Context: an optimization exercise on an open-source flow, tuned for small area, a short achievable clock period and few clock cycles per item. The choices shown serve that exercise and are no tape-out recipe. The RTL was checked by simulation tests, not by an equivalence proof against the original design. No activity file was given, so power comes from the tool's default toggle rates.

`flow/config.mk`:
```
export PLATFORM = sky130hd
export DESIGN_NAME = systolic_pq
export DESIGN_NICKNAME = systolic_pq
export VERILOG_FILES = /design/flow/design.v
export SDC_FILE = /design/flow/constraint.sdc
export NUM_CORES = 4
export LEC_CHECK = 0
export CAP_MARGIN = 20
export CORE_MARGIN = 2
export CORE_UTILIZATION = 55
export CTS_CLUSTER_DIAMETER = 60
export CTS_CLUSTER_SIZE = 20
export PLACE_DENSITY = 0.75
export SETUP_SLACK_MARGIN = 1.7
export SLEW_MARGIN = 20
```
`flow/constraint.sdc`:
```
create_clock -name core_clock -period 4.5 [get_ports {clk}]
set_input_delay 0.9000 -clock core_clock [delete_from_list [all_inputs] [get_ports {clk}]]
set_output_delay 0.9000 -clock core_clock [all_outputs]
set_load 0.01 [all_outputs]
```
`flow/design.v`:
```
module systolic_pq_sort3 #(parameter KW=16) (
    input logic [KW-1:0] a, b,
    output logic gt);
  localparam int L = $clog2(KW);
  logic [L:0][KW-1:0] g, ge;
  assign g[0]  = a & ~b;
  assign ge[0] = a | ~b;
  genvar l, j;
  generate
    for (l = 1; l <= L; l = l + 1) begin : G_LVL
      for (j = 0; j < (KW >> l); j = j + 1) begin : G_NODE
        assign g[l][j]  = g[l-1][2*j+1] | (ge[l-1][2*j+1] & g[l-1][2*j]);
        assign ge[l][j] = g[l-1][2*j+1] | (ge[l-1][2*j+1] & ge[l-1][2*j]);
      end
      if ((KW >> l) < KW) begin : G_PAD
        assign g[l][KW-1:(KW >> l)] = '0;
        assign ge[l][KW-1:(KW >> l)] = '0;
      end
    end
  endgenerate
  assign gt = g[L][0];
endmodule
module systolic_pq #(parameter KW=16, VW=16, N=16) (
  input logic clk, rst, ivalid,
  input logic [KW+VW-1:0] idata,
  output logic irdy,
  output logic ovalid,
  output logic [KW+VW-1:0] odata,
  input logic ordy
  );
  localparam int W = KW + VW;
  logic [W-1:0] e [0:N-1];    
  logic [N-1:0] v;            
  logic [N:0]   gt;           
  assign odata  = e[0];
  assign ovalid = v[0];
  assign irdy   = !v[N-1];
  logic ins, ext;
  assign ins = ivalid && irdy;
  assign ext = ordy && ovalid;
  logic ins_only, ext_only, both, idle;
  assign ins_only = ins && !ext;
  assign ext_only = ext && !ins;
  assign both     = ins && ext;
  assign idle     = !ins && !ext;
  genvar i;
  generate
    for (i = 0; i < N; i = i + 1) begin : G_CMP
      logic kgt;
      systolic_pq_sort3 #(.KW(KW)) U_CMP (.a(e[i][W-1:VW]), .b(idata[W-1:VW]), .gt(kgt));
      assign gt[i] = !v[i] || kgt;
    end
  endgenerate
  assign gt[N] = 1'b1;
  generate
    for (i = 0; i < N; i = i + 1) begin : G_ENT
      logic [W-1:0] lo, hi;    
      logic gtl;               
      logic s_hold, s_lo, s_hi, s_new;
      if (i == 0) begin : G_FIRST
        assign lo = idata;
        assign gtl = 1'b0;
      end else begin : G_MID
        assign lo = e[i-1];
        assign gtl = gt[i-1];
      end
      if (i == N-1) begin : G_LAST
        assign hi = e[i];
      end else begin : G_UP
        assign hi = e[i+1];
      end
      logic p_below, p_just, p_at, p_above;
      assign p_below = !gt[i+1];
      assign p_just  = gt[i+1] && !gt[i];
      assign p_at    = gt[i] && !gtl;
      assign p_above = gtl;
      assign s_hi   = ext_only || (both && p_below);
      assign s_new  = (ins_only && p_at) || (both && (p_just || (i == 0 && p_at)));
      assign s_lo   = ins_only && p_above;
      assign s_hold = idle || (ins_only && (p_below || p_just)) ||
                      (both && (p_above || (i != 0 && p_at)));
      always_ff @(posedge clk)
        e[i] <= ({W{s_hold}} & e[i]) | ({W{s_lo}} & lo) |
                ({W{s_hi}} & hi) | ({W{s_new}} & idata);
    end
  endgenerate
  always_ff @(posedge clk) begin
    if (rst)
      v <= '0;
    else if (ins && !ext)
      v <= {v[N-2:0], 1'b1};
    else if (ext && !ins)
      v <= {1'b0, v[N-1:1]};
  end
endmodule
```
`flow/flow/run.sh`:
```
#!/bin/bash
# Own flow: the standard layout, with a synthesis whose ABC mapping aims at
# delay (flow/abc_fast.script, delay target MY_ABC_D ps) instead of ORFS's
# area-recovering script. Registers, their names and cells are unchanged.
set -euo pipefail
W=$PWD
export MY_ABC_SCRIPT=$W/flow/abc_fast.script
export MY_ABC_D=${MY_ABC_D:-1000}
cat flow/abc_hook.tcl synth_recipe.tcl > my_synth.tcl
sed "s#SYNTH_SCRIPT=[^ ]*synth_recipe.tcl#SYNTH_SCRIPT=$W/my_synth.tcl#" standard.sh > my_standard.sh
grep -q "SYNTH_SCRIPT=$W/my_synth.tcl" my_standard.sh
bash my_standard.sh synth > synth.log 2>&1
grep -q "flow abc:" orfs/logs/*/systolic_pq/base/1_2_yosys.log
bash standard.sh > layout.log 2>&1
```
`flow/flow/abc_fast.script`:
```
strash
dc2
balance
map {D}
topo
buffer
upsize {D}
dnsize {D}
stime -p
```
`flow/flow/abc_hook.tcl`:
```
# Run Yosys's abc with this flow's ABC script and delay target in place of
# ORFS's; everything else in the synthesis is the standard one.
proc abc {args} {
  set i [lsearch -exact $args -script]
  if {$i >= 0} { lset args [expr {$i + 1}] $::env(MY_ABC_SCRIPT) }
  set j [lsearch -exact $args -D]
  if {$j >= 0} { lset args [expr {$j + 1}] $::env(MY_ABC_D) } else { lappend args -D $::env(MY_ABC_D) }
  puts "flow abc: $args"
  yosys abc {*}$args
}
```
`flow/standard.sh`:
```
#!/bin/bash
# synth_recipe.tcl (not shown) runs the flow's synth.tcl, then flattens the netlist and writes it again
# the make line also repeats each setting of config.mk as NAME=value (left out here)
make -C /OpenROAD-flow-scripts/flow DESIGN_CONFIG=/design/flow/config.mk WORK_HOME=/design/flow/orfs CLKGATE_MAP_FILE= SYNTH_SCRIPT=/design/flow/synth_recipe.tcl "${@:-finish}"
```
==> metrics.md, run 1 <==
| Metric | Value |
|---|---|
| Origin of the critical flop-to-flop path | `v[15]` |
| Starting Density | `55.7%` |
| DRT antenna net count | `0` |
| Die Y | `229 um` |
| YS warnings | `3` |
| FF-to-FF path depth | `11` |
| Post-Route M1 WL | `40800 um` |
| Nets@finish | `4059` |
| Period minus WS final | `2.79 ns` |
| Grt ovf | `0` |
| Row count | `82` |
| PD cells | `613 nW/um2` |
| IO buf count | `69` |
| CP Data Arrival Time | `1.89 ns` |
| Worst Skew | `0.0256 ns` |
| WS Path Type | `reg2out` |
| R2r endpoint | `e[4][3]` |
| CP max-delay cell | `dfxtp_1` |
| Min-delay src | `e[6][14]` |
| Max frequency | `359 MHz` |
| Flops & latches, synth | `528` |
| Mapped cell area | `27900 um2` |
| Share of layout cells above drive strength 1 | `11.0%` |
| Maximum vdd drop | `0.315 mV` |
| Status | `finished clean` |
| Slew headroom | `34.8%` |
| Critical path launch point type | `flop` |
| Crit. Startpoint | `v[15]` |
| Slowest cell delay on critical path | `0.55 ns` |
| Drt drc | `0` |
| Clock Sinks | `528` |
| Cell count after synthesis | `4006` |
| Hold path cells | `2` |
| Met2 routed WL | `43500 um` |
| Synth Net Count | `4046` |
| CP Max Fanout | `4` |
| Hold Path Class | `reg2reg` |
| DRT iter0 DRCs | `4038` |
| Syn_area_per_cell | `6.97 um2` |
| CP Cell Sequence | `inv_1 > clkdlybuf4s50_1` |
| Initial antenna violation count | `3` |
| Vias in the first global route | `27200` |
| First-pass GRT wire length | `153000 um` |
| Required time of the critical path | `3.60 ns` |
| Core region area | `50200 um2` |
| Top cell family by delay on the critical path | `buffers and inverters` |
| Setup TNS | `0 ns` |
| Met3 WL | `9950 um` |
| # Max-Cap Violations | `0` |
| RSZ-0062 raised after global routing | `true` |
| CTS tree | `done` |
| I/O pins | `70` |
| Max-slew violation count | `0` |
| Worst setup EP type | `output pin` |
| CTS max path bufs | `3` |
| Async S/R FF share, synth | `0%` |
| Sequential share of the synthesized area | `37.8%` |
| Vias | `30600` |
| Fin. Hold Viols | `0` |
| Buf+Inv Stages, Crit Path | `2` |
| CTS root buf | `clkbuf_16` |
| Drt via density | `6.48` |
| CTS H-tree depth | `2` |
| Top sig layer | `met4` |
| Clock slew at reported path FFs | `0.08 ns` |
| Tot GR Track Use | `35.3%` |
| Number of flops mapped to enable cells by yosys | `0` |
| Routability Congestion | `0.900` |
| Die Span X | `229 um` |
| Worst skew pair latency | `0.62 ns` |
| Post-synth top flop | `dfxtp_1` |
| DR pass1 iterations | `6` |
| Drt wl/cell | `20.8 um` |
| R2R Setup Slk | `1.77 ns` |
| Final period utilization | `62.0%` |
| CTS Buf Count | `44` |
| Hold Crit Endpoint | `e[6][14]` |
| Setup-failing EPs final | `0` |
| Post-DP HPWL | `63900 um` |
| Final wirelength | `98200 um` |
| Worst-Margin Slew | `0.975 ns` |
| Die ar. | `52600 um2` |
| Hold Slack | `0.481 ns` |
| Leak Pwr | `12.8 nW` |
| Synth cell types | `64` |
| Area Overhead vs Synth | `15.3%` |
| Largest net degree at the start of global routing | `50` |
| Fillers | `4249` |
sequential cells by signal, indices dropped and copies added, names as in the netlist:
signal,flops
v,16
e,512
cell usage in the layout, fill, tap and decap left out, drive strengths merged, types with 2 or more instances in the layout:
master / instances
ha: 4
o311ai: 16
a32oi: 43
nand2: 1099
a31o: 2
clkinv: 11
a31oi: 63
a22oi: 341
dlygate4sd2: 2
a21boi: 7
o2111ai: 4
nor2b: 3
o22ai: 50
o31ai: 2
dfxtp: 528
inv: 179
o21a: 6
nand2b: 2
bufbuf: 3
buf: 219
and2: 2
a211oi: 5
o21bai: 13
o21ai: 428
nand4: 71
bufinv: 4
o2bb2ai: 2
clkinvlp: 15
a21oi: 127
nor2: 154
or2: 7
clkbuf: 56
or3b: 2
diode: 2
o221ai: 6
o211ai: 46
nand3: 469
clkdlybuf4s50: 54
final cells by class:
cell class | instances | area (um2) | area share, %
clock buffers | 48 | 1150 | 3.56
clock inverters | 31 | 340 | 1.06
multi-input cells | 2980 | 15700 | 48.7
repair buffers | 287 | 2820 | 8.74
flip-flops and latches | 528 | 10600 | 32.8
inverters | 169 | 729 | 2.26
well taps | 672 | 841 | 2.61
repair inverters | 9 | 65.1 | 0.202
diodes | 2 | 5.00 | 0.0155
worst max path at each step:
| stage | cells past startpoint | end | slack [ns] |
|---|---|---|---|
| finish | 2 | irdy | 1.71 |
| detailed placement | 15 | e[8][5] | 0.37 |
| floorplan | 15 | e[11][11] | 1.71 |
| global placement | 13 | e[5][16] | 0.37 |
| global route | 15 | e[4][22] | 1.63 |
| CTS | 16 | e[4][3] | 1.68 |
power breakdown:
part	total, mW	internal, mW	switching, mW
Combinational	6.93	2.85	4.08
Clock	4.14	2.05	2.08
Sequential	8.69	6.57	2.11
Total	19.8	11.5	8.28
metal layers:
layer	GRT usage [%]	vias to the layer above
met4	13.1	0
met3	6.24	279
met5	0	-
met2	55.4	1814
li1	-	14200
met1	48.4	14300
per-stage QoR:
| stage | power, mW | instance area, um2 | cells | worst slack (ns) | utilization, % |
|---|---|---|---|---|---|
| 2_1_floorplan | 12.5 | 27900 | 4006 | 1.71 | - |
| 3_3_place_gp | 14.7 | 29000 | 4533 | 0.367 | 57.8 |
| 3_5_place_dp | 14.8 | 29000 | 4534 | 0.368 | 57.9 |
| 4_1_cts | 19.3 | 31700 | 4692 | 1.68 | 63.2 |
| 5_1_grt | 20.9 | 32200 | 4726 | 1.63 | 64.2 |
| 6_report | 19.8 | 32200 | 4726 | 1.71 | 64.2 |
worst min-delay path, stage by stage (launching register included):
cell and delay (ns):
dfxtp_1 0.33, nand2_1 0.07, nand2_1 0.04
cell families (layout without fill, tap and decap cells):
logic type	count (synthesis)	after routing	synth area share (%)
simple gates	1807	1809	27.3
flops	528	528	37.8
compound gates	1164	1167	26.9
fa+ha+maj	4	4	0.179
buf+inv	503	544	7.81
other cells	0	2	0
synth_stat cells, types with 3 or more instances:
master        n  share of area [%]
a21oi_2       4               0.13
a21oi_1     119                2.1
a21boi_1      3              0.081
nor2_2        4              0.090
nor2b_1       3              0.067
o221ai_1      6               0.19
inv_2         6              0.081
o21a_1        3              0.081
o311ai_0     15               0.47
a211oi_1      5               0.13
o22ai_2       3               0.13
nand4_1      71                1.6
or2_2         6               0.13
o21ai_2       7               0.22
clkbuf_2      4              0.072
ha_1          4               0.18
buf_1         6              0.081
inv_1       160                2.1
buf_2       116                2.1
a31oi_1      60                1.3
clkbuf_1    184                2.5
nand3_1     465                8.3
dfxtp_1     528                 38
buf_4        12               0.32
nand2_1    1098                 15
o21ai_1     124                2.2
o21bai_1     10               0.27
a22oi_1     341                9.2
o211ai_1     43                1.2
buf_6        12               0.48
o211ai_2      3               0.13
o2111ai_1     4               0.13
a32oi_1      43                1.3
nor2_1      150                2.0
o21ai_0     297                5.3
o22ai_1      46                1.0
timing repair:
action	CTS	global route
resized for setup	140	97
pin swaps	19	14
gates cloned	16	4
endpoints found under the hold margin	0	0
hold buffers	0	0
setup endpoints to repair	512	512
buffers inserted	63	28
Testbench counts, summed over its fixed seeds: cycles 32,000, ops 32,000.
==> run 2, diff against run 1 <==
--- a/flow/config.mk
+++ b/flow/config.mk
@@ -7,9 +7,9 @@
 export LEC_CHECK = 0
 export CAP_MARGIN = 20
 export CORE_MARGIN = 2
-export CORE_UTILIZATION = 55
+export CORE_UTILIZATION = 45
 export CTS_CLUSTER_DIAMETER = 60
 export CTS_CLUSTER_SIZE = 20
-export PLACE_DENSITY = 0.75
-export SETUP_SLACK_MARGIN = 1.7
+export PLACE_DENSITY = 0.7
+export SETUP_SLACK_MARGIN = 1.6
 export SLEW_MARGIN = 20
==> metrics.md, run 2 <==
| Metric | Value |
|---|---|
| Setup TNS | `0 ns (unchanged)` |
| R2R Setup Slk | `1.81 ns (+0.04 ns)` |
| CP Max Fanout | `20 (+16)` |
| Critical path launch point type | `primary input` |
| Required time of the critical path | `5.07 ns (+1.47 ns)` |
| Core region area | `61600 um2 (+23%)` |
| # Max-Cap Violations | `0 (unchanged)` |
| Die ar. | `64100 um2 (+22%)` |
| CP Cell Sequence | `dlygate4sd2_1 > bufinv_8 > nor2_1 > o311ai_0 > a31oi_2 > nand3_2 > o21ai_2 > buf_4 > a21oi_1 > nand2_1` |
| Worst Skew | `0.0290 ns (+0.00334 ns)` |
| I/O pins | `70 (unchanged)` |
| Count leader, synth | `nand2_1` |
| Worst skew pair latency | `0.62 ns (about the same)` |
| CTS Buf Count | `46 (+4.5%)` |
| Leading area contributor after synthesis | `dfxtp_1` |
| Largest net degree at the start of global routing | `131 (+160%)` |
| Final period utilization | `63.0% (+1.0 points)` |
| Placed Cells | `4710 (+3.9%)` |
| Clock Sinks | `528 (unchanged)` |
| Area Overhead vs Synth | `15.3% (unchanged)` |
| Post-DP HPWL | `67700 um (+5.9%)` |
| Max frequency | `353 MHz (-1.7%)` |
| Die Span X | `253 um (+10%)` |
| YS warnings | `3 (unchanged)` |
| Fin cells | `4881 (+3.3%)` |
| CP max-delay cell | `a31oi_2` |
| Drt via density | `6.22 (-3.9%)` |
| Most frequent cells in the layout | `nand2_1 (1091), dfxtp_1 (528), nand3_1 (462)` |
| Post-synth top flop | `dfxtp_1` |
| Synth top area cells | `dfxtp_1 (38%), nand2_1 (15%), a22oi_1 (9.2%)` |
| Initial antenna violation count | `2 (-1)` |
| Max-slew violation count | `0 (unchanged)` |
| Drt drc | `0 (unchanged)` |
| Synth Net Count | `4046 (unchanged)` |
| Vias | `30400 (-0.79%)` |
| Setup ws final | `1.66 ns (-0.0468 ns)` |
| IO buf count | `69 (unchanged)` |
| WS Path Type | `in2reg` |
| Mapped cell area | `27900 um2 (unchanged)` |
| Largest register FFs | `512 (unchanged)` |
| Dpl ws | `0.385 ns (+0.0169 ns)` |
| CTS root buf | `clkbuf_16` |
| DRT iter0 DRCs | `4159 (+3.0%)` |
| Number of flops mapped to enable cells by yosys | `0 (unchanged)` |
| Sequential share of the synthesized area | `37.8% (unchanged)` |
| Synth cell types | `64 (unchanged)` |
| Top cell family by delay on the critical path | `buffers and inverters` |
| Fin. Hold Viols | `0 (unchanged)` |
| Vias in the first global route | `27300 (+0.25%)` |
| Commonest cells post-synth | `nand2_1 (1098), dfxtp_1 (528), nand3_1 (465)` |
| Cell count after synthesis | `4006 (unchanged)` |
| Row count | `91 (+11%)` |
| Flops & latches, synth | `528 (unchanged)` |
| Share of layout cells above drive strength 1 | `10.5% (-0.47 points)` |
| Fillers | `5799 (+36%)` |
| CP Data Arrival Time | `3.40 ns (+1.51 ns)` |
| Grt ovf | `0 (unchanged)` |
| Syn_area_per_cell | `6.97 um2 (unchanged)` |
| RSZ-0062 raised after global routing | `true` |
| Tot GR Track Use | `30.7% (-4.5 points)` |
| Async S/R FF share, synth | `0% (unchanged)` |
| Slew headroom | `36.4% (+1.6 points)` |
| DR pass1 iterations | `6 (unchanged)` |
| Setup-failing EPs final | `0 (unchanged)` |
| Hold Buf Count CTS | `0 (unchanged)` |
| Clock slew at reported path FFs | `0.08 ns (about the same)` |
| Buf+Inv Stages, Crit Path | `3 (+1)` |
| DRT antenna net count | `0 (unchanged)` |
| Leak Pwr | `12.8 nW (-0.34%)` |
| Period minus WS final | `2.84 ns (+0.0468 ns)` |
| Final wirelength | `102000 um (+3.8%)` |
| Regs by FF count | `e x512, v x16` |
| Top reg by flops | `e` |
| Nets@finish | `4049 (-0.25%)` |
| Pwr Total | `19.9 mW (+0.71%)` |
| Slowest cell delay on critical path | `0.49 ns (-0.06 ns)` |
| Worst setup EP type | `flop` |
| CTS max path bufs | `3 (unchanged)` |
| Drt wl/cell | `20.9 um (+0.53%)` |
| Hold Path Class | `reg2reg` |
| CTS tree | `done` |
| Status | `finished clean` |
| PD cells | `618 nW/um2 (+0.71%)` |
| Starting Density | `45.4% (-10 points)` |
| Hold Slack | `0.472 ns (-0.00870 ns)` |
| Routability Congestion | `0.891 (-1.0%)` |
| CTS H-tree depth | `2 (unchanged)` |
| Worst-Margin Slew | `0.954 ns (-0.0204 ns)` |
| Die Y | `253 um (+10%)` |
| Maximum vdd drop | `0.277 mV (-12%)` |
| First-pass GRT wire length | `159000 um (+4.0%)` |
| Top-area cell type share of the netlist area | `37.8% (unchanged)` |
| Commonest non-fill, non-tap cell in the layout | `nand2_1` |
-- run 2: cell count changes in the layout (fill, tap and decap cells not counted), sizes merged, moves of 2 or more --
cell / change
buf: -8
inv: -8
dlygate4sd2: +4
bufbuf: -2
clkbuf: +2
clkinv: +2
-- run 2: logic make-up after synthesis --
group                    synth area share (%)
flip-flops                               37.8
AO/OA/AOI/OAI                            26.9
buffers and inverters                    7.81
adder cells (fa/ha/maj)                 0.179
AND/OR/NAND/NOR                          27.3
-- run 2: cell type report --
| cell class | count | area (um2) | area share, % |
|---|---|---|---|
| Antenna cell | 1 | 2.50 | 0.00777 |
| Clock buffer | 51 | 1220 | 3.79 |
| Clock inverter | 31 | 357 | 1.11 |
| Inverter | 169 | 729 | 2.26 |
| Multi-Input combinational cell | 2979 | 15600 | 48.4 |
| Sequential cell | 528 | 10600 | 32.8 |
| Tap cell | 837 | 1050 | 3.25 |
| Timing Repair Buffer | 280 | 2680 | 8.31 |
| Timing Repair inverter | 5 | 33.8 | 0.105 |
-- run 2: what timing repair did --
action | CTS | global route
pin swaps | 24 | 3
setup buffers | 57 | 18
endpoints found under the setup margin | 512 | 512
resized for setup | 120 | 45
gates cloned | 11 | 2
-- run 2: report_power, final --
group          leakage, nW  internal [mW]  switching, mW
Sequential            4.40           6.58           2.19
Clock                0.757           2.20           2.07
Combinational         7.64           2.82           4.05
-- run 2: final timing paths --
kind / from / endpoint / depth (start not counted)
worst max-delay path: idata[31] / e[6][2] / 10
worst min-delay path: e[15][14] / e[14][14] / 2
worst max register to register: v[0] / e[9][12] / 9
worst min register to register: e[15][14] / e[14][14] / 2
-- run 2: metrics by stage --
step           area [um2]  utilization (%)
2_1_floorplan       27900                -
3_3_place_gp        29300             47.6
3_5_place_dp        29300             47.6
4_1_cts             32000             51.9
5_1_grt             32200             52.3
6_report            32200             52.3
-- run 2: per-layer routing --
| metal | vias up | GRT usage (%) | share of wire, % | wire [um] |
|---|---|---|---|---|
| li1 | 14100 | - | - | - |
| met1 | 14400 | 42.0 | 41 | 42200 |
| met2 | 1650 | 49.2 | 45 | 45800 |
| met3 | 236 | 3.87 | 9.7 | 9900 |
| met4 | 2 | 12.4 | 3.9 | 3970 |
| met5 | - | 0 | 0.013 | 13 |
-- run 2: worst min-delay path, cell delays in order, from the launching register on --
cell and delay, ns:
dfxtp_1 0.32, a22oi_1 0.06, nand3_1 0.07
==> run 3, diff against run 2 <==
--- a/flow/config.mk
+++ b/flow/config.mk
@@ -11,5 +11,5 @@
 export CTS_CLUSTER_DIAMETER = 60
 export CTS_CLUSTER_SIZE = 20
 export PLACE_DENSITY = 0.7
-export SETUP_SLACK_MARGIN = 1.6
+export SETUP_SLACK_MARGIN = 1.8
 export SLEW_MARGIN = 20
==> metrics.md, run 3 <==
| Metric | Value |
|---|---|
| Sequential cell area | `10600 um2 (about the same)` |
| Regs by FF count | `e x512, v x16` |
| Multiplexer area fraction after synthesis | `0% (unchanged)` |
| Cell count after synthesis | `4006 (unchanged)` |
| Xor/xnor share of the synthesized area | `0% (unchanged)` |
| CP Max Fanout | `5 (-75%)` |
| WS Path Type | `reg2out` |
| Commonest non-fill, non-tap cell in the layout | `nand2_1` |
| DRT iter0 DRCs | `3518 (-15%)` |
| Top cell family by delay on the critical path | `buffers and inverters` |
| Largest family of logic cells by synthesized area | `simple AND/OR/NAND/NOR gates` |
| Largest net degree at the start of global routing | `86 (-34%)` |
| Setup TNS | `0 ns (unchanged)` |
| Drt wl/cell | `19.9 um (-4.7%)` |
| Row count | `91 (unchanged)` |
| Buf+Inv Stages, Crit Path | `1 (-2)` |
| Final period utilization | `60.2% (-2.8 points)` |
| Fin. Hold Viols | `0 (unchanged)` |
| CP Data Arrival Time | `1.81 ns (-1.59 ns)` |
| Async S/R FF share, synth | `0% (unchanged)` |
| Max-slew violation count | `0 (unchanged)` |
| CTS max path bufs | `3 (unchanged)` |
| Worst setup EP type | `output pin` |
| Dpl ws | `0.419 ns (+0.0336 ns)` |
| Synth Area in Simple Gates | `27.3% (unchanged)` |
| PD cells | `597 nW/um2 (-3.3%)` |
| Flops & latches, synth | `528 (unchanged)` |
| Nets@finish | `4088 (+0.96%)` |
| Area Overhead vs Synth | `18.9%` |
| Status | `finished clean` |
| Die Span X | `253 um (unchanged)` |
| Final wirelength | `97900 um (-4.0%)` |
| CTS H-tree depth | `2 (unchanged)` |
| Post-synth top flop | `dfxtp_1` |
| Largest register FFs | `512 (unchanged)` |
| CTS tree | `done` |
| Leak Pwr | `13.1 nW (+2.5%)` |
| Design area | `33200 um2 (+3.1%)` |
| Slew headroom | `39.8% (+3.5 points)` |
| DRT antenna net count | `0 (unchanged)` |
| Tot GR Track Use | `28.9% (-1.8 points)` |
| Multi-input logic area | `16000 um2 (+2.5%)` |
| Critical path launch point type | `flop` |
| Vias in the first global route | `27300 (+0.12%)` |
| Mapped cell area | `27900 um2 (unchanged)` |
| Leading area contributor after synthesis | `dfxtp_1` |
| Maximum vdd drop | `0.279 mV (+0.53%)` |
| Worst Skew | `0.0228 ns (-0.00615 ns)` |
| Clock Sinks | `528 (unchanged)` |
| Placed instance area | `29300 um2 (about the same)` |
| Share of layout cells above drive strength 1 | `13.0% (+2.5 points)` |
| Top-area cell type share of the netlist area | `37.8% (unchanged)` |
| Synth top area cells | `dfxtp_1 (38%), nand2_1 (15%), a22oi_1 (9.2%)` |
| YS warnings | `3 (unchanged)` |
| Worst-Margin Slew | `0.900 ns (-0.0547 ns)` |
| Sequential share of the synthesized area | `37.8% (unchanged)` |
| Setup-failing EPs final | `0 (unchanged)` |
| Synth Net Count | `4046 (unchanged)` |
| Synth cell types | `64 (unchanged)` |
| Hold Path Class | `reg2reg` |
| Vias | `30300 (-0.28%)` |
| Initial antenna violation count | `1 (-1)` |
| Number of flops mapped to enable cells by yosys | `0 (unchanged)` |
| DR pass1 iterations | `6 (unchanged)` |
| Starting Density | `45.4% (unchanged)` |
| Drt drc | `0 (unchanged)` |
| RSZ-0062 raised after global routing | `true` |
| Most frequent cells in the layout | `nand2_1 (1068), dfxtp_1 (527), nand3_1 (455)` |
| IO buf count | `69 (unchanged)` |
| Die ar. | `64100 um2 (unchanged)` |
| Clock slew at reported path FFs | `0.09 ns (about the same)` |
| Slowest cell delay on critical path | `0.66 ns (+0.17 ns)` |
| Die Y | `253 um (unchanged)` |
| Worst skew pair latency | `0.61 ns (about the same)` |
| Commonest cells post-synth | `nand2_1 (1098), dfxtp_1 (528), nand3_1 (465)` |
| CP Cell Sequence | `clkdlybuf4s50_1` |
| I/O pins | `70 (unchanged)` |
| Max frequency | `369 MHz (+4.7%)` |
| CP max-delay cell | `clkdlybuf4s50_1` |
| Routability Congestion | `0.873 (-2.0%)` |
| Count leader, synth | `nand2_1` |
| Top reg by flops | `e` |
| Setup ws final | `1.79 ns (+0.128 ns)` |
| Post-DP HPWL | `64000 um (-5.5%)` |
| # Max-Cap Violations | `0 (unchanged)` |
| Period minus WS final | `2.71 ns (-0.128 ns)` |
| CTS Buf Count | `43 (-6.5%)` |
| Drt via density | `6.16 (-1.0%)` |
| CTS root buf | `clkbuf_16` |
| Core region area | `61600 um2 (unchanged)` |
| Required time of the critical path | `3.60 ns (-1.47 ns)` |
| First-pass GRT wire length | `153000 um (-4.2%)` |
| Synth Area in Adders | `0.179% (unchanged)` |
| Syn_area_per_cell | `6.97 um2 (unchanged)` |
| Grt ovf | `0 (unchanged)` |
| Post-synthesis compound-gate area fraction | `26.9% (unchanged)` |
| Fillers | `5565 (-4.0%)` |
## run 3: layout make-up
type | count | share of cell area [%]
antenna | 1 | 0.00753
inverter | 169 | 2.28
timing repair buffer | 320 | 10.2
tap | 837 | 3.15
sequential | 528 | 31.8
multi-input combinational | 2980 | 48.1
timing repair inverter | 6 | 0.139
clock buffer | 46 | 3.37
clock inverter | 30 | 1.01
## run 3: timing repair
| action | 4_1_cts | 5_1_grt |
|---|---|---|
| gates resized for setup | 188 | 157 |
| setup buffers | 76 | 39 |
| setup endpoints to repair | 513 | 521 |
| pin swaps | 26 | 40 |
| cloned | 14 | 14 |
| hold buffers | 0 | 0 |
## run 3: per-stage QoR
| step | power (mW) | hold slack (ns) | instances | utilization, % |
|---|---|---|---|---|
| 5_1_grt | 21.1 | 0.494 | 4916 | 53.9 |
| 2_1_floorplan | 12.7 | 0.438 | 4006 | - |
| 4_1_cts | 19.3 | 0.479 | 4863 | 52.4 |
| 3_5_place_dp | 14.9 | 0.468 | 4697 | 47.6 |
| 6_report | 19.8 | 0.475 | 4917 | 54.0 |
| 3_3_place_gp | 14.7 | 0.464 | 4697 | 47.6 |
## run 3: power breakdown
| group | switching, mW | total (mW) | internal [mW] |
|---|---|---|---|
| clock | 2.06 | 4.07 | 2.01 |
| sequential | 2.06 | 8.64 | 6.58 |
| combinational | 4.14 | 7.14 | 3.00 |
| total | 8.26 | 19.8 | 11.6 |
## run 3: kinds of logic (layout without fill, tap and decap cells)
logic type	Yosys count	count (layout)
simple gates	1807	1808
compound gates	1164	1168
flops	528	528
buf+inv	503	571
fa+ha+maj	4	4
other cells	0	1
## run 3: metal layers
metal	vias up	track usage (%)	routed length, um	part of all wire [%]
met5	-	0	52	0.053
met4	2	10.4	3930	4.0
met3	255	3.25	7480	7.6
met2	1522	48.0	45300	46
met1	14300	38.8	41100	42
li1	14300	-	-	-
## run 3: final timing paths
check | startpoint | endpoint | slack (ns) | cells after the start
setup / recovery | e[0][29] | odata[29] | 1.79 | 1
hold / removal | e[15][3] | e[14][3] | 0.48 | 2
setup reg to reg | e[14][17] | e[14][13] | 2.06 | 13
hold reg to reg | e[15][3] | e[14][3] | 0.48 | 2
==> run 4, diff against run 3 <==
--- a/flow/config.mk
+++ b/flow/config.mk
@@ -11,5 +11,5 @@
 export CTS_CLUSTER_DIAMETER = 60
 export CTS_CLUSTER_SIZE = 20
 export PLACE_DENSITY = 0.7
-export SETUP_SLACK_MARGIN = 1.8
+export SETUP_SLACK_MARGIN = 1.7
 export SLEW_MARGIN = 20
==> metrics.md, run 4 <==
| Metric | Value |
|---|---|
| First-pass GRT wire length | `158000 um (+3.9%)` |
| # Max-Cap Violations | `0 (unchanged)` |
| Die Y | `253 um (unchanged)` |
| CTS root buf | `clkbuf_16` |
| Switching share of power | `41.7% (+0.14 points)` |
| Placed Cells | `4696 (-0.021%)` |
| Final wirelength | `103000 um (+5.0%)` |
| DR pass1 iterations | `6 (unchanged)` |
| Worst-Margin Slew | `1.08 ns (+0.184 ns)` |
| Worst Setup EP | `e[3][27]` |
| RSZ-0062 raised after global routing | `true` |
| FF-to-FF path depth | `9 (-4)` |
| DRT iter0 DRCs | `3941 (+12%)` |
| Max-slew violation count | `0 (unchanged)` |
| Power share of the combinational group | `35.3% (-0.7 points)` |
| Mapped cell area | `27900 um2 (unchanged)` |
| Setup ws final | `1.74 ns (-0.0478 ns)` |
| Critical path launch point type | `primary input` |
| I/O pins | `70 (unchanged)` |
| Vias | `30600 (+1.2%)` |
| Post-DP HPWL | `66000 um (+3.2%)` |
| Top cell by count, worst path | `nand2_1` |
| CP Max Fanout | `21 (+16)` |
| CTS Buf Count | `44 (+2.3%)` |
| Worst Skew | `0.0430 ns (+0.0202 ns)` |
| WP depth | `10 (+9)` |
| Synth top area cells | `dfxtp_1 (38%), nand2_1 (15%), a22oi_1 (9.2%)` |
| DRT antenna net count | `0 (unchanged)` |
| Worst setup EP type | `flop` |
| Largest register FFs | `512 (unchanged)` |
| Fillers | `5703 (+2.5%)` |
| Status | `finished clean` |
| Sequential cell area | `10600 um2 (about the same)` |
| CP Data Arrival Time | `3.29 ns (+1.48 ns)` |
| Final period utilization | `61.2% (+1.1 points)` |
| Post-synth top flop | `dfxtp_1` |
| Clock network fraction of design power | `21.1% (+0.6 points)` |
| Drt drc | `0 (unchanged)` |
| Slowest cell delay on critical path | `0.45 ns (-0.21 ns)` |
| Hold Buf Count CTS | `0 (unchanged)` |
| Tot GR Track Use | `30.5% (+1.6 points)` |
| CTS max path bufs | `3 (unchanged)` |
| Fin. Hold Viols | `0 (unchanged)` |
| Origin of the critical flop-to-flop path | `v[0]` |
| Die ar. | `64100 um2 (unchanged)` |
| Synth Net Count | `4046 (unchanged)` |
| Drt via density | `6.28 (+1.9%)` |
| Synth cell types | `64 (unchanged)` |
| Most frequent cells in the layout | `nand2_1 (1091), dfxtp_1 (528), nand3_1 (462)` |
| Routability Congestion | `0.877 (+0.49%)` |
| R2R Setup Slk | `1.78 ns (-0.28 ns)` |
| Nets@finish | `4051 (-0.91%)` |
| Clock Sinks | `528 (unchanged)` |
| Required time of the critical path | `5.04 ns (+1.44 ns)` |
| CP max-delay cell | `clkdlybuf4s50_1` |
| Die Span X | `253 um (unchanged)` |
| Fin util | `53.3% (-0.68 points)` |
| PD cells | `611 nW/um2 (+2.3%)` |
| Commonest non-fill, non-tap cell in the layout | `nand2_1` |
| Syn_area_per_cell | `6.97 um2 (unchanged)` |
| Initial antenna violation count | `2 (+1)` |
| Switch Pwr | `8.37 mW (+1.4%)` |
| Async S/R FF share, synth | `0% (unchanged)` |
| Leak Pwr | `13.0 nW (-1.2%)` |
| Worst skew pair latency | `0.63 ns (+0.02 ns)` |
| Sequential share of the synthesized area | `37.8% (unchanged)` |
| Starting Density | `45.4% (unchanged)` |
| P_int | `11.7 mW (+0.79%)` |
| Drt wl/cell | `21.0 um (+5.7%)` |
| Core region area | `61600 um2 (unchanged)` |
| Cell count after synthesis | `4006 (unchanged)` |
| Clock slew at reported path FFs | `0.08 ns (about the same)` |
| Commonest cells post-synth | `nand2_1 (1098), dfxtp_1 (528), nand3_1 (465)` |
| Area Overhead vs Synth | `17.4%` |
| Grt ovf | `0 (unchanged)` |
| Vias in the first global route | `28000 (+2.7%)` |
| Maximum vdd drop | `0.272 mV (-2.4%)` |
| Top-area cell type share of the netlist area | `37.8% (unchanged)` |
| R2r endpoint | `e[3][27]` |
| Dpl ws | `0.556 ns (+0.138 ns)` |
| Setup TNS | `0 ns (unchanged)` |
| Top cell family by delay on the critical path | `buffers and inverters` |
| Reg power frac | `43.6% (about the same)` |
| Leading area contributor after synthesis | `dfxtp_1` |
| Setup-failing EPs final | `0 (unchanged)` |
| CTS H-tree depth | `2 (unchanged)` |
| Max frequency | `363 MHz (-1.7%)` |
| Hold Path Class | `reg2reg` |
| Buf+Inv Stages, Crit Path | `4 (+3)` |
| Largest net degree at the start of global routing | `131 (+52%)` |
| Flops & latches, synth | `528 (unchanged)` |
| Slew headroom | `27.5% (-12 points)` |
| Number of flops mapped to enable cells by yosys | `0 (unchanged)` |
| CP Cell Sequence | `clkdlybuf4s50_1 > nand2_1 > inv_1 > ha_1 > buf_4 > nand2_1 > o21ai_4 > buf_4 > nand2_1 > nand3_1` |
| CTS tree | `done` |
| WS Path Type | `in2reg` |
| Crit. Startpoint | `ordy` |
| Count leader, synth | `nand2_1` |
| Regs by FF count | `e x512, v x16` |
| Row count | `91 (unchanged)` |
| Top reg by flops | `e` |
| Fin cells | `4882 (-0.71%)` |
| YS warnings | `3 (unchanged)` |
| IO buf count | `69 (unchanged)` |
| Share of layout cells above drive strength 1 | `11.0% (-2.0 points)` |
| Multi-input logic area | `15700 um2 (-1.9%)` |
| Period minus WS final | `2.76 ns (+0.0478 ns)` |
[run 4: cell count changes in the layout (fill, tap and decap cells not counted), moves of 6 or more]
cell     previous run  this run
buf_8              18        10
nand2_1          1068      1091
o21ai_1           195       122
nand2_2            26         5
o21ai_2            20        13
buf_6              47        37
a31oi_4             8         2
o21ai_0           208       286
buf_4             148       121
nand3_1           455       462
buf_16              0         7
buf_12             29        35
[run 4: worst min-delay path by stage]
stage             start        to  depth (start not counted)
3_5_place_dp   e[15][2]  e[15][2]                          2
2_1_floorplan  e[6][11]  e[6][11]                          2
6_report       e[15][8]  e[15][8]                          2
5_1_grt         e[6][7]   e[6][7]                          2
3_3_place_gp   e[15][2]  e[15][2]                          2
4_1_cts        e[15][2]  e[15][2]                          2
[run 4: timing repair]
item,4_1_cts,5_1_grt
cloned,15,8
pin swaps,24,13
gates resized for setup,165,84
setup buffers,62,21
endpoints found under the setup margin,512,512
[run 4: logic make-up after synthesis]
kind of cell / share of synthesized area [%]
AO/OA/AOI/OAI: 26.9
adder cells (fa/ha/maj): 0.179
buffers and inverters: 7.81
flip-flops: 37.8
AND/OR/NAND/NOR: 27.3
[run 4: layer usage]
layer / up-vias / part of all wire [%] / GRT usage, %
met5: - / 0.013 / 0
met4: 2 / 4.1 / 12.5
met3: 273 / 10 / 4.99
met2: 1732 / 45 / 48.8
met1: 14500 / 41 / 40.8
li1: 14100 / - / -
[run 4: power by group through the flow]
| stage | sequential [mW] | combinational (mW) | clock [mW] |
|---|---|---|---|
| global placement | 8.71 | 6.09 | 0 |
| finish | 8.73 | 7.08 | 4.23 |
| floorplan | 7.95 | 4.57 | 0 |
| detailed placement | 8.71 | 6.24 | 0 |
| global route | 8.97 | 7.81 | 4.42 |
| CTS | 8.63 | 6.74 | 4.23 |
[run 4: worst min-delay path: cells and delay by family, from the launching register on]
| kind | cells | cell delay [ns] |
|---|---|---|
| and+or+nand+nor | 1 | 0.06 |
| AOI/OAI and AO/OA | 1 | 0.06 |
| DFF | 1 | 0.31 |
[run 4: metrics by stage]
| stage | instance area [um2] | hold slack [ns] | power [mW] |
|---|---|---|---|
| 2_1_floorplan | 27900 | 0.439 | 12.5 |
| 4_1_cts | 32300 | 0.482 | 19.6 |
| 3_3_place_gp | 29300 | 0.459 | 14.8 |
| 5_1_grt | 32800 | 0.495 | 21.2 |
| 3_5_place_dp | 29300 | 0.470 | 14.9 |
| 6_report | 32800 | 0.480 | 20.0 |
[run 4: cell type report]
type,instances,area share (%)
Inverter,169,2.30
Clock buffer,49,3.60
Antenna cell,1,0.00763
Multi-Input combinational cell,2977,47.8
Sequential cell,528,32.2
Timing Repair Buffer,285,9.75
Timing Repair inverter,6,0.118
Tap cell,837,3.19
Clock inverter,30,1.06
==> run 5, diff against run 4 <==
--- a/flow/config.mk
+++ b/flow/config.mk
@@ -8,8 +8,8 @@
 export CAP_MARGIN = 20
 export CORE_MARGIN = 2
 export CORE_UTILIZATION = 45
-export CTS_CLUSTER_DIAMETER = 60
-export CTS_CLUSTER_SIZE = 20
+export CTS_CLUSTER_DIAMETER = 100
+export CTS_CLUSTER_SIZE = 30
 export PLACE_DENSITY = 0.7
 export SETUP_SLACK_MARGIN = 1.7
 export SLEW_MARGIN = 20
==> metrics.md, run 5 <==
| Metric | Value |
|---|---|
| Status | `finished clean` |
| Synth Net Count | `4046 (unchanged)` |
| Commonest cells post-synth | `nand2_1 (1098), dfxtp_1 (528), nand3_1 (465)` |
| Fin. Hold Viols | `0 (unchanged)` |
| Count leader, synth | `nand2_1` |
| I/O pins | `70 (unchanged)` |
| Die ar. | `64100 um2 (unchanged)` |
| P_int | `10.6 mW (-9.0%)` |
| Die Span X | `253 um (unchanged)` |
| Period minus WS final | `2.77 ns (+0.0142 ns)` |
| Fin cells | `4844 (-0.78%)` |
| # Max-Cap Violations | `0 (unchanged)` |
| Hold Path Class | `reg2reg` |
| Fin util | `52.1% (-1.2 points)` |
| PD cells | `581 nW/um2 (-4.9%)` |
| CP Max Fanout | `4 (-81%)` |
| Share of layout cells above drive strength 1 | `10.2% (-0.82 points)` |
| CTS tree | `done` |
| Sequential share of the synthesized area | `37.8% (unchanged)` |
| Synth cell types | `64 (unchanged)` |
| Final period utilization | `61.6% (+0.31 points)` |
| Post-synthesis compound-gate area fraction | `26.9% (unchanged)` |
| Maximum vdd drop | `0.312 mV (+15%)` |
| Tot GR Track Use | `29.9% (-0.58 points)` |
| Worst Skew | `0.0291 ns (-0.0140 ns)` |
| Drt drc | `0 (unchanged)` |
| Largest family of logic cells by synthesized area | `simple AND/OR/NAND/NOR gates` |
| CTS Buf Count | `25 (-43%)` |
| DRT antenna net count | `0 (unchanged)` |
| Leading area contributor after synthesis | `dfxtp_1` |
| Regs by FF count | `e x512, v x16` |
| Starting Density | `45.4% (unchanged)` |
| Setup TNS | `0 ns (unchanged)` |
| Cell count after synthesis | `4006 (unchanged)` |
| CP Data Arrival Time | `1.87 ns (-1.42 ns)` |
| Hold Buf Count CTS | `0 (unchanged)` |
| Async S/R FF share, synth | `0% (unchanged)` |
| Max-slew violation count | `0 (unchanged)` |
| Hold path cells | `2 (unchanged)` |
| Fillers | `5789 (+1.5%)` |
| Critical path launch point type | `flop` |
| CTS root buf | `clkbuf_16` |
| Power share of the combinational group | `38.0% (+2.7 points)` |
| Clock slew at reported path FFs | `0.12 ns (+0.04 ns)` |
| DR pass1 iterations | `6 (unchanged)` |
| Drt via density | `6.28 (+0.10%)` |
| Top reg by flops | `e` |
| Leak Pwr | `12.6 nW (-2.7%)` |
| Core region area | `61600 um2 (unchanged)` |
| Sequential cell area | `10600 um2 (unchanged)` |
| Worst setup EP type | `output pin` |
| Flops & latches, synth | `528 (unchanged)` |
| Vias | `30400 (-0.68%)` |
| Multi-input logic area | `15600 um2 (-0.14%)` |
| Switching share of power | `43.0% (+1.3 points)` |
| Dpl ws | `0.556 ns (unchanged)` |
| Commonest non-fill, non-tap cell in the layout | `nand2_1` |
| Initial antenna violation count | `1 (-1)` |
| Synth top area cells | `dfxtp_1 (38%), nand2_1 (15%), a22oi_1 (9.2%)` |
| Routability Congestion | `0.877 (unchanged)` |
| WS Path Type | `reg2out` |
| Most frequent cells in the layout | `nand2_1 (1092), dfxtp_1 (528), nand3_1 (463)` |
| Synth Area in Simple Gates | `27.3% (unchanged)` |
| Clock network fraction of design power | `15.2% (-5.9 points)` |
| Nets@finish | `4038 (-0.32%)` |
| Mapped cell area | `27900 um2 (unchanged)` |
| Largest net degree at the start of global routing | `131 (unchanged)` |
| RSZ-0062 raised after global routing | `true` |
| Pwr Total | `18.6 mW (-7.0%)` |
| Hold Slack | `0.483 ns (+0.00297 ns)` |
| Required time of the critical path | `3.60 ns (-1.44 ns)` |
| Vias in the first global route | `27500 (-1.8%)` |
| Final wirelength | `101000 um (-1.3%)` |
| Largest register FFs | `512 (unchanged)` |
| DRT iter0 DRCs | `4045 (+2.6%)` |
| CTS H-tree depth | `1 (-1)` |
| Xor/xnor share of the synthesized area | `0% (unchanged)` |
| Top-area cell type share of the netlist area | `37.8% (unchanged)` |
| Placed instance area | `29300 um2 (unchanged)` |
| Design area | `32100 um2 (-2.2%)` |
| Clock Sinks | `528 (unchanged)` |
| Worst-Margin Slew | `1.03 ns (-0.0502 ns)` |
| Grt ovf | `0 (unchanged)` |
| Reg power frac | `46.8% (+3.2 points)` |
| Switch Pwr | `8.02 mW (-4.2%)` |
| Die Y | `253 um (unchanged)` |
| Syn_area_per_cell | `6.97 um2 (unchanged)` |
| Setup ws final | `1.73 ns (-0.0142 ns)` |
| Placed Cells | `4696 (unchanged)` |
| Synth Area in Adders | `0.179% (unchanged)` |
| Post-synth top flop | `dfxtp_1` |
| Multiplexer area fraction after synthesis | `0% (unchanged)` |
| Drt wl/cell | `20.9 um (-0.57%)` |
| YS warnings | `3 (unchanged)` |
| Post-DP HPWL | `66000 um (unchanged)` |
| Max frequency | `361 MHz (-0.51%)` |
| Area Overhead vs Synth | `14.8%` |
| Row count | `91 (unchanged)` |
| # diodes | `0 (-1)` |
| First-pass GRT wire length | `156000 um (-1.4%)` |
| IO buf count | `69 (unchanged)` |
| Setup-failing EPs final | `0 (unchanged)` |
| CTS max path bufs | `3 (unchanged)` |
| Worst skew pair latency | `0.61 ns (-0.02 ns)` |
| FF-to-FF path depth | `9 (unchanged)` |
| Number of flops mapped to enable cells by yosys | `0 (unchanged)` |
| Slew headroom | `30.9% (+3.4 points)` |
[run 5: cells by family (layout without fill, tap and decap cells)]
group           count (synthesis)  in the layout
simple gates                 1807           1807
flops                         528            528
buf+inv                       503            502
compound gates               1164           1166
fa+ha+maj                       4              4
[run 5: final cells by class]
type	count	area share, %
Tap cell	837	3.26
Multi-Input combinational cell	2977	48.8
Sequential cell	528	33.0
Timing Repair inverter	7	0.156
Clock inverter	11	0.519
Clock buffer	25	1.95
Timing Repair Buffer	290	10.0
Inverter	169	2.37
[run 5: power by group through the flow]
stage          Sequential [mW]  Clock (mW)  Combinational, mW
2_1_floorplan             7.95           0               4.57
3_3_place_gp              8.71           0               6.09
3_5_place_dp              8.71           0               6.24
4_1_cts                   8.61        2.87               6.68
5_1_grt                   8.96        3.00               7.83
6_report                  8.72        2.84               7.09
[run 5: repair_timing]
item | 4_1_cts | 5_1_grt
gates resized for setup | 166 | 99
gates cloned | 15 | 11
setup endpoints to repair | 512 | 512
hold endpoints to repair | 0 | 0
pin swaps | 20 | 20
buffers inserted | 60 | 26
[run 5: path summary, 6_finish.rpt]
kind                                   to  slack (ns)     start
worst min-delay path             e[15][2]        0.48  e[15][2]
worst max register to register  e[12][20]        1.84      v[0]
worst max-delay path                 irdy        1.73     v[15]
worst min register to register   e[15][2]        0.48  e[15][2]
[run 5: per-layer routing]
layer | wire [um] | GRT usage, % | vias up
met5 | 13 | 0 | -
met4 | 3720 | 10.6 | 2
met3 | 9950 | 3.41 | 254
met2 | 45500 | 48.1 | 1714
met1 | 42200 | 41.4 | 14400
li1 | - | - | 14100
[run 5: critical path, cell delays in order, from the launching register on]
cell,delay (ns)
dfxtp_1,0.54
inv_1,0.19
clkdlybuf4s50_1,0.52
==> run 6, diff against run 5 <==
--- a/flow/config.mk
+++ b/flow/config.mk
@@ -7,9 +7,9 @@
 export LEC_CHECK = 0
 export CAP_MARGIN = 20
 export CORE_MARGIN = 2
-export CORE_UTILIZATION = 45
+export CORE_UTILIZATION = 55
 export CTS_CLUSTER_DIAMETER = 100
 export CTS_CLUSTER_SIZE = 30
-export PLACE_DENSITY = 0.7
+export PLACE_DENSITY = 0.75
 export SETUP_SLACK_MARGIN = 1.7
 export SLEW_MARGIN = 20
==> metrics.md, run 6 <==
| Metric | Value |
|---|---|
| Status | `finished clean` |
| CTS max path bufs | `3 (unchanged)` |
| Setup TNS | `0 ns (unchanged)` |
| Met1 Usage GRT | `48.2% (+6.8 points)` |
| Critical path launch point type | `flop` |
| FF-to-FF path depth | `11 (+2)` |
| Drt via density | `6.47 (+3.0%)` |
| Clock slew at reported path FFs | `0.12 ns (about the same)` |
| Nets@finish | `4028 (-0.25%)` |
| Initial antenna violation count | `1 (unchanged)` |
| Largest register FFs | `512 (unchanged)` |
| DR pass1 iterations | `7 (+1)` |
| Max frequency | `356 MHz (-1.5%)` |
| Number of flops mapped to enable cells by yosys | `0 (unchanged)` |
| CP max-delay cell | `dfxtp_1` |
| CTS Buf Count | `22 (-12%)` |
| Multi-input logic area | `15600 um2 (about the same)` |
| Top-area cell type share of the netlist area | `37.8% (unchanged)` |
| Maximum vdd drop | `0.311 mV (-0.14%)` |
| Global routing usage on met2 | `55.8% (+7.8 points)` |
| # Max-Cap Violations | `0 (unchanged)` |
| Final period utilization | `62.5% (+0.92 points)` |
| Clock Sinks | `528 (unchanged)` |
| CP Cell Sequence | `inv_1 > clkdlybuf4s50_1` |
| Mapped cell area | `27900 um2 (unchanged)` |
| Setup ws final | `1.69 ns (-0.0412 ns)` |
| Routability Congestion | `0.900 (+2.6%)` |
| Post-synth top flop | `dfxtp_1` |
| Worst-Margin Slew | `1.00 ns (-0.0320 ns)` |
| Die Span X | `229 um (-9.4%)` |
| Post-DP HPWL | `63900 um (-3.1%)` |
| Slowest cell delay on critical path | `0.57 ns (+0.03 ns)` |
| Area Overhead vs Synth | `12.0%` |
| Synth cell types | `64 (unchanged)` |
| Min-delay src | `e[15][15]` |
| Row count | `82 (-9.9%)` |
| Slew headroom | `33.3% (+2.3 points)` |
| Fin. Hold Viols | `0 (unchanged)` |
| Core region area | `50200 um2 (-19%)` |
| Share of layout cells above drive strength 1 | `9.57% (-0.59 points)` |
| Max-slew violation count | `0 (unchanged)` |
| Commonest cells post-synth | `nand2_1 (1098), dfxtp_1 (528), nand3_1 (465)` |
| Setup-failing EPs final | `0 (unchanged)` |
| Origin of the critical flop-to-flop path | `v[15]` |
| Hold path cells | `2 (unchanged)` |
| Tot GR Track Use | `35.0% (+5.1 points)` |
| Async S/R FF share, synth | `0% (unchanged)` |
| Syn_area_per_cell | `6.97 um2 (unchanged)` |
| RSZ-0062 raised after global routing | `false` |
| Worst Skew | `0.0287 ns (-0.000383 ns)` |
| Sequential share of the synthesized area | `37.8% (unchanged)` |
| Dpl ws | `0.368 ns (-0.188 ns)` |
| Flops & latches, synth | `528 (unchanged)` |
| WS Path Type | `reg2out` |
| I/O pins | `70 (unchanged)` |
| Synth Net Count | `4046 (unchanged)` |
| Worst skew pair latency | `0.61 ns (about the same)` |
| Period minus WS final | `2.81 ns (+0.0412 ns)` |
| Die ar. | `52600 um2 (-18%)` |
| DRT antenna net count | `0 (unchanged)` |
| Final wirelength | `97100 um (-4.3%)` |
| Top reg by flops | `e` |
| Vias in the first global route | `27100 (-1.5%)` |
| Met3 global-route usage | `4.83% (+1.4 points)` |
| R2r endpoint | `e[5][13]` |
| CTS H-tree depth | `1 (unchanged)` |
| Die Y | `229 um (-9.4%)` |
| PD cells | `579 nW/um2 (-0.33%)` |
| Fillers | `4382 (-24%)` |
| Vias | `30200 (-0.75%)` |
| Drt wl/cell | `20.8 um (-0.60%)` |
| Commonest non-fill, non-tap cell in the layout | `nand2_1` |
| Cell count after synthesis | `4006 (unchanged)` |
| Drt drc | `0 (unchanged)` |
| GRT busiest layer | `met2` |
| Worst setup EP type | `output pin` |
| R2R Setup Slk | `1.73 ns (-0.11 ns)` |
| Grt ovf | `0 (unchanged)` |
| Hold Crit Endpoint | `e[15][15]` |
| Sequential cell area | `10600 um2 (unchanged)` |
| CP Max Fanout | `4 (unchanged)` |
| Most frequent cells in the layout | `nand2_1 (1090), dfxtp_1 (528), nand3_1 (460)` |
| Largest net degree at the start of global routing | `50 (-62%)` |
| Starting Density | `55.7% (+10 points)` |
| First-pass GRT wire length | `152000 um (-2.4%)` |
| CTS root buf | `clkbuf_16` |
| IO buf count | `69 (unchanged)` |
| Leading area contributor after synthesis | `dfxtp_1` |
| YS warnings | `3 (unchanged)` |
| Leak Pwr | `12.4 nW (-1.8%)` |
| CTS tree | `done` |
| Synth top area cells | `dfxtp_1 (38%), nand2_1 (15%), a22oi_1 (9.2%)` |
| CP Data Arrival Time | `1.91 ns (+0.04 ns)` |
| Regs by FF count | `e x512, v x16` |
| Required time of the critical path | `3.60 ns (about the same)` |
| Count leader, synth | `nand2_1` |
| DRT iter0 DRCs | `4178 (+3.3%)` |
| Hold Path Class | `reg2reg` |
==> run 6: cell types whose count changed in the layout (fill, tap and decap cells not counted), moves of 4 or more <==
| cell | before | now |
|---|---|---|
| a21oi_2 | 9 | 5 |
| a22oi_1 | 336 | 340 |
| a22oi_2 | 5 | 1 |
| buf_12 | 35 | 22 |
| buf_4 | 120 | 132 |
| buf_6 | 41 | 47 |
| buf_8 | 12 | 7 |
| clkbuf_16 | 31 | 25 |
| o21ai_0 | 272 | 294 |
| o21ai_1 | 134 | 117 |
| o21ai_2 | 17 | 11 |
==> run 6: report_power, final <==
group          switching (mW)  total, mW  internal [mW]
registers                2.10       8.67           6.57
clock network            1.62       2.59          0.974
logic                    4.05       6.87           2.82
==> run 6: layout make-up <==
cell class | instances | area share, %
clock inverter | 4 | 0.160
inverter | 169 | 2.34
sequential | 528 | 33.8
timing repair inverter | 7 | 0.148
multi-input combinational | 2979 | 50.0
clock buffer | 25 | 1.90
timing repair buffer | 281 | 8.99
tap | 672 | 2.69
antenna | 1 | 0.00800
==> run 6: critical path: cells and delay by family, from the launching register on <==
family / cells / cell delay, ns
buffers and inverters: 2 / 0.74
DFF: 1 / 0.57
==> run 6: stage by stage <==
step	hold slack, ns	total power, mW	utilization (%)	cell area (um2)	std cells
6_report	0.485	18.1	62.4	31300	4666
5_1_grt	0.501	19.2	62.4	31300	4666
4_1_cts	0.485	17.7	61.6	30900	4645
3_5_place_dp	0.466	14.8	57.9	29000	4534
3_3_place_gp	0.463	14.7	57.8	29000	4533
2_1_floorplan	0.439	12.5	-	27900	4006
==> run 6: layer usage <==
metal	share of wire, %	wire length, um
met1	42	40400
met4	3.7	3610
met5	0	0
met3	10	9670
met2	45	43400
==> run 6: cell families (layout without fill, tap and decap cells) <==
| kind of cell | count (synthesis) | in the layout | synth area share [%] |
|---|---|---|---|
| AO/OA/AOI/OAI | 1164 | 1167 | 26.9 |
| adder cells (fa/ha/maj) | 4 | 4 | 0.179 |
| buffers and inverters | 503 | 486 | 7.81 |
| flip-flops | 528 | 528 | 37.8 |
| other | 0 | 1 | 0 |
| AND/OR/NAND/NOR | 1807 | 1808 | 27.3 |
==> run 6: how the worst max path moves through the flow <==
stage,start,endpoint,slack [ns],cells after the start
final,v[15],irdy,1.69,2
after global routing,idata[27],e[11][10],1.69,13
after CTS,idata[22],e[14][7],1.70,13
after detailed placement,idata[16],e[8][5],0.37,15
after global placement,idata[17],e[5][16],0.37,13
after floorplan,idata[27],e[11][11],1.71,15
==> run 6: what timing repair did <==
item                                    4_1_cts  5_1_grt
setup buffers                                65       16
endpoints found under the setup margin      512      512
hold buffers                                  0        0
pin swaps                                    22        9
cloned                                       17        4
resized for setup                           149       69
==> run 7, diff against run 6 <==
--- a/flow/config.mk
+++ b/flow/config.mk
@@ -8,7 +8,7 @@
 export CAP_MARGIN = 20
 export CORE_MARGIN = 2
 export CORE_UTILIZATION = 55
-export CTS_CLUSTER_DIAMETER = 100
+export CTS_CLUSTER_DIAMETER = 50
 export CTS_CLUSTER_SIZE = 30
 export PLACE_DENSITY = 0.75
 export SETUP_SLACK_MARGIN = 1.7
==> metrics.md, run 7 <==
| Metric | Value |
|---|---|
| Drt drc | `0 (unchanged)` |
| R2r endpoint | `e[4][29]` |
| PD cells | `627 nW/um2 (+8.2%)` |
| Row count | `82 (unchanged)` |
| Dpl ws | `0.368 ns (unchanged)` |
| Worst Skew | `0.0334 ns (+0.00469 ns)` |
| Origin of the critical flop-to-flop path | `v[15]` |
| CTS tree | `done` |
| Period minus WS final | `2.83 ns (+0.0225 ns)` |
| Starting Density | `55.7% (unchanged)` |
| YS warnings | `3 (unchanged)` |
| Fin. Hold Viols | `0 (unchanged)` |
| Share of layout cells above drive strength 1 | `10.9% (+1.3 points)` |
| RSZ-0062 raised after global routing | `true` |
| Status | `finished clean` |
| Drt via density | `6.49 (+0.20%)` |
| IO buf count | `69 (unchanged)` |
| CTS root buf | `clkbuf_16` |
| CP Max Fanout | `10 (+6)` |
| DRT iter0 DRCs | `3902 (-6.6%)` |
| Hold Buf Count CTS | `0 (unchanged)` |
| Max frequency | `353 MHz (-0.79%)` |
| Worst skew pair latency | `0.63 ns (+0.02 ns)` |
| Most frequent cells in the layout | `nand2_1 (1089), dfxtp_1 (528), nand3_1 (462)` |
| I/O pins | `70 (unchanged)` |
| Top sig layer | `met4` |
| CP Data Arrival Time | `3.39 ns (+1.48 ns)` |
| Vias in the first global route | `27500 (+1.5%)` |
| Clock Sinks | `528 (unchanged)` |
| Number of flops mapped to enable cells by yosys | `0 (unchanged)` |
| Clock slew at reported path FFs | `0.08 ns (-0.04 ns)` |
| Synth cell types | `64 (unchanged)` |
| Largest net degree at the start of global routing | `50 (unchanged)` |
| Final period utilization | `63.0% (+0.50 points)` |
| Die Span X | `229 um (unchanged)` |
| Setup ws final | `1.67 ns (-0.0225 ns)` |
| Post-DP HPWL | `63900 um (unchanged)` |
| Pwr Total | `20.3 mW (+12%)` |
| Top reg by flops | `e` |
| Maximum vdd drop | `0.318 mV (+2.1%)` |
| Post-synth top flop | `dfxtp_1` |
| Commonest non-fill, non-tap cell in the layout | `nand2_1` |
| FF-to-FF path depth | `12 (+1)` |
| Required time of the critical path | `5.06 ns (+1.46 ns)` |
| Met3 WL | `10200 um (+5.0%)` |
| R2R Setup Slk | `1.72 ns (about the same)` |
| WS Path Type | `in2reg` |
| Nets@finish | `4049 (+0.52%)` |
| Routability Congestion | `0.900 (unchanged)` |
| Count leader, synth | `nand2_1` |
| Hold Slack | `0.481 ns (-0.00392 ns)` |
| Syn_area_per_cell | `6.97 um2 (unchanged)` |
| Met2 routed WL | `43400 um (+0.10%)` |
| Max-slew violation count | `0 (unchanged)` |
| Vias | `30600 (+1.4%)` |
| Sequential share of the synthesized area | `37.8% (unchanged)` |
| Leak Pwr | `12.9 nW (+4.5%)` |
| DR pass1 iterations | `6 (-1)` |
| Mapped cell area | `27900 um2 (unchanged)` |
| Synth Net Count | `4046 (unchanged)` |
| Area Overhead vs Synth | `16.1%` |
| # Max-Cap Violations | `0 (unchanged)` |
| Regs by FF count | `e x512, v x16` |
| Worst setup EP type | `flop` |
| CTS H-tree depth | `2 (+1)` |
| Worst Setup EP | `e[4][29]` |
| Crit. Startpoint | `ivalid` |
| Critical path launch point type | `primary input` |
| Slew headroom | `32.9% (-0.37 points)` |
| Die ar. | `52600 um2 (unchanged)` |
| Async S/R FF share, synth | `0% (unchanged)` |
| Top-area cell type share of the netlist area | `37.8% (unchanged)` |
| Tot GR Track Use | `35.6% (+0.65 points)` |
| Fin util | `64.7% (+2.3 points)` |
| Final wirelength | `98000 um (+0.95%)` |
| Drt wl/cell | `20.7 um (-0.29%)` |
| Grt ovf | `0 (unchanged)` |
| DRT antenna net count | `0 (unchanged)` |
| Leading area contributor after synthesis | `dfxtp_1` |
| Largest register FFs | `512 (unchanged)` |
| Flops & latches, synth | `528 (unchanged)` |
| Core region area | `50200 um2 (unchanged)` |
| Post-Route M1 WL | `40300 um (-0.38%)` |
| Setup TNS | `0 ns (unchanged)` |
| Hold Path Class | `reg2reg` |
| Synth top area cells | `dfxtp_1 (38%), nand2_1 (15%), a22oi_1 (9.2%)` |
| Cell count after synthesis | `4006 (unchanged)` |
| CTS max path bufs | `3 (unchanged)` |
| Initial antenna violation count | `2 (+1)` |
| Die Y | `229 um (unchanged)` |
| CTS Buf Count | `52 (+140%)` |
| First-pass GRT wire length | `154000 um (+1.2%)` |
| Worst-Margin Slew | `1.00 ns (+0.00237 ns)` |
| Commonest cells post-synth | `nand2_1 (1098), dfxtp_1 (528), nand3_1 (465)` |
| Setup-failing EPs final | `0 (unchanged)` |
run 7: cells by family after synthesis:
| kind of cell | synth area share [%] |
|---|---|
| compound gates | 26.9 |
| fa+ha+maj | 0.179 |
| buf+inv | 7.81 |
| flops | 37.8 |
| simple gates | 27.3 |
run 7: worst min path at each step:
stage	cells past startpoint	endpoint	slack, ns	start
after floorplan	2	e[6][11]	0.44	e[6][11]
after global placement	2	e[14][9]	0.46	e[15][9]
after detailed placement	2	e[6][14]	0.47	e[6][14]
after CTS	2	e[6][14]	0.48	e[6][14]
after global routing	2	e[6][11]	0.49	e[6][11]
final	2	e[15][11]	0.48	e[15][11]
run 7: area by class of cell:
cell class | instances | area (um2)
fill | 4241 | 17700
timing repair inverter | 7 | 48.8
clock inverter | 32 | 397
clock buffer | 63 | 1440
timing repair buffer | 272 | 2750
multi-input combinational | 2979 | 15700
tap | 672 | 841
antenna | 2 | 5.00
inverter | 169 | 732
sequential | 528 | 10600
run 7: power breakdown:
part / total (mW) / leakage (nW) / switching (mW) / internal (mW)
clock network: 4.78 / 0.897 / 2.14 / 2.64
registers: 8.69 / 4.40 / 2.11 / 6.58
logic: 6.87 / 7.65 / 4.05 / 2.82
total: 20.3 / 12.9 / 8.31 / 12.0
run 7: critical path: stages:
cell and delay [ns]:
clkdlybuf4s50_1 0.46, nand2_1 0.21, inv_1 0.19, ha_4 0.26, clkinvlp_4 0.17, buf_12 0.18, buf_4 0.20, o31ai_4 0.27
buf_12 0.17, buf_4 0.15, nand2_1 0.08, nand4_1 0.13
run 7: layer usage:
metal | vias up | track usage, %
met5 | - | 0
met4 | 0 | 15.6
met3 | 267 | 5.86
met2 | 1870 | 56.1
met1 | 14300 | 48.2
li1 | 14200 | -
run 7: stage by stage:
step                      std cells  instance area, um2
after global placement         4533               29000
after floorplan                4006               27900
after CTS                      4704               32100
after detailed placement       4534               29000
final                          4724               32400
after global routing           4724               32400
run 7: what timing repair did:
action,in CTS,in global routing
hold endpoints to repair,0,0
resized for setup,151,76
gates cloned,20,2
buffers inserted,55,16
endpoints found under the setup margin,512,512
pin swaps,22,13

==> static timing again, ports no longer ideal <==
The flow's constraints put no driver on any port. The routed layouts listed below were extracted and timed again, unchanged, in two steps. Step 1 assumes that a clkbuf_16 drives the clock port and a buf_2 every other input. Step 2 adds t to the input delays and takes it off the output delays; t is the mean of the earliest and latest rising clock arrival at the registers after step 1. Input paths then give back, and output paths get back, about the clock's delay inside the block. Slacks: ideal ports / drivers / drivers and shift; pairs: ideal ports / drivers.
run | t, ns | setup slack, ns | worst setup path after step 2 | worst slew at a driven data input, ns
run 1 | 0.667 | 1.711 / 1.656 / 1.070 | input to register | 0.10
run 2 | 0.673 | 1.664 / 1.701 / 1.033 | input to register | 0.11
run 3 | 0.665 | 1.792 / 1.729 / 1.215 | input to register | 0.11
run 4 | 0.670 | 1.744 / 1.714 / 1.082 | input to register | 0.11
run 5 | 0.661 | 1.730 / 1.669 / 1.152 | input to register | 0.10
run 6 | 0.655 | 1.689 / 1.627 / 1.112 | input to register | 0.09
run 7 | 0.673 | 1.666 / 1.644 / 1.025 | input to register | 0.10
After both steps every run listed still meets setup and hold. For run 4, which loses most, drivers alone change the setup slack by -0.030 ns; drivers and shift together by -0.662 ns.
